This is an optimization exercise on Yosys and OpenROAD, whose aim is small area, not a production implementation. The RTL was checked by simulation tests, not by an equivalence proof against the original design. Power and IR drop assume default switching activity.

Design dsp, start of the top module:
module dsp(o_filter_data, o_led, o_ber_samp_I, o_ber_samp_Q, o_ber_error_I, o_ber_error_Q, i_sw, i_rstn, clk);
Size in the first run: ~1300 cells after synthesis, ~280 I/O pins, ~14000 µm² of cells after synthesis.
==> flow/config.mk <==
export PLATFORM = sky130hd
export DESIGN_NAME = dsp
export DESIGN_NICKNAME = dsp
export VERILOG_FILES = /design/flow/design.v
export SDC_FILE = /design/flow/constraint.sdc
export NUM_CORES = 4
export LEC_CHECK = 0
export CAP_MARGIN = 20
export CORE_MARGIN = 2
export CORE_UTILIZATION = 70
export GPL_ROUTABILITY_DRIVEN = 0
export GPL_TIMING_DRIVEN = 0
export PLACE_DENSITY = 0.8
export SLEW_MARGIN = 20
==> flow/constraint.sdc <==
create_clock -name core_clock -period 12.0 [get_ports {clk}]
set_input_delay 2.4000 -clock core_clock [delete_from_list [all_inputs] [get_ports {clk}]]
set_output_delay 2.4000 -clock core_clock [all_outputs]
set_load 0.01 [all_outputs]
standard.sh (not shown) runs the stock make flow with config.mk's settings and CLKGATE_MAP_FILE= SYNTH_SCRIPT=/design/flow/synth_recipe.tcl, a recipe that flattens the netlist after the stock synthesis.
==> flow/flow/run.sh <==
#!/bin/bash
# Standard ORFS layout (the standard.sh, unchanged synthesis, floorplan,
# power grid, placement and routing) with two settings changed:
#  - every port is buffered with the smallest buffer, buf_1, instead of the
#    default clkdlybuf4s50_1;
#  - clock tree synthesis uses clkbuf_8 leaf buffers on clusters of up to 15
#    flip-flops and inserts no dummy loads.
# All output goes to standard_flow.log (ORFS keeps per-step logs in orfs/logs).
set -e
export BUFFER_PORTS_ARGS="-buffer_cell sky130_fd_sc_hd__buf_1"
export CTS_ARGS="-sink_clustering_enable -repair_clock_nets -dont_use_dummy_load -buf_list sky130_fd_sc_hd__clkbuf_8 -sink_clustering_size 15 -sink_clustering_max_diameter 60"
bash standard.sh finish > standard_flow.log 2>&1
Then changed:
- CORE_UTILIZATION: 70 -> 85
- GPL_ROUTABILITY_DRIVEN: 0 -> default
- GPL_TIMING_DRIVEN: 0 -> default
- PLACE_DENSITY: 0.8 -> 0.9
The new run finished clean.
Final cell count came out lower by 9.0%.
Setup slack gets worse by 120 ps.
Clock skew came out higher by 6.0 ps.
Area after synthesis is unchanged.
Design area came out lower by 5.0%.
Synthesized cell count stays the same.

========
dsp, a different RTL version from the one above (not shown whole).
Size in the first run: about 1400 cells after synthesis, roughly 290 flip-flops, roughly 280 I/O pins, ~14000 um^2 of cells after synthesis.
make LEC_CHECK=0 CAP_MARGIN=20 CORE_MARGIN=2 CORE_UTILIZATION=40 SLEW_MARGIN=20 finish   # period 12.0 ns
run.sh (not shown) runs the stock make flow with config.mk's settings and CLKGATE_MAP_FILE= SYNTH_SCRIPT=/design/flow/synth_recipe.tcl, a recipe that flattens the netlist after the stock synthesis.
Stock flow here: none of the scripts above is used.
Then changed:
==> flow/flow/run.sh (new file) <==
#!/bin/bash
# Standard ORFS layout with two changes: ports are buffered with the smallest
# buffer (buf_1) instead of the default choice, and clock tree synthesis uses
# small clock buffers without dummy loads.
set -e
export BUFFER_PORTS_ARGS="-buffer_cell sky130_fd_sc_hd__buf_1"
export CTS_ARGS="-sink_clustering_enable -repair_clock_nets -dont_use_dummy_load -buf_list sky130_fd_sc_hd__clkbuf_4"
bash standard.sh finish > standard_flow.log 2>&1
==> flow/standard.sh (new file) <==
#!/bin/bash
# synth_recipe.tcl (not shown) runs the flow's synth.tcl, then flattens the netlist and writes it again
# the make line also repeats each setting of config.mk as NAME=value (left out here)
make -C /OpenROAD-flow-scripts/flow DESIGN_CONFIG=/design/flow/config.mk WORK_HOME=/design/flow/orfs CLKGATE_MAP_FILE= SYNTH_SCRIPT=/design/flow/synth_recipe.tcl "${@:-finish}"
removed: flow/run.sh
Routed wire length is lower by a few percent.
Power goes down by about a fifth.
Fmax came out higher by roughly a tenth.
Final cell count climbs slightly.
Combinational power barely changes.
Worst setup slack improves by 0.70 ns.
First-iteration DRC count is about the same.
Sequential cell count is unchanged.
Register-to-register slack is better by 0.03 ns.

what the ideal ports hide:
Ports are ideal in the flow. The routed layouts listed here were re-timed in OpenROAD.
Step 1: set_driving_cell puts a clkbuf_16 on clk and a buf_2 on each other input, an assumption about the parent block.
Step 2 also shifts input and output timing later by t, the mid clock arrival at the registers, as if the neighbouring blocks saw the same clock.
Slacks: ideal / step 1 / step 2; pairs: ideal / step 1.
| run | t, ns | setup slack, ns | slew at the worst register clock pin (ns) |
|---|---|---|---|
| the first run of note 1 | 0.583 | 5.720 / 5.701 / 5.701 | 0.10 / 0.10 |
| the second run of note 1 | 0.585 | 5.597 / 5.569 / 5.375 | 0.10 / 0.10 |
| the first run of note 2 | 0.556 | 4.997 / 4.969 / 4.969 | 0.06 / 0.06 |
| the second run of note 2 | 0.703 | 5.693 / 5.656 / 5.656 | 0.07 / 0.07 |
After both steps setup and hold are still met in every run listed. The setup slack of the second run of note 1, which loses most, moves by -0.028 ns with the drivers and by -0.222 ns with both steps.
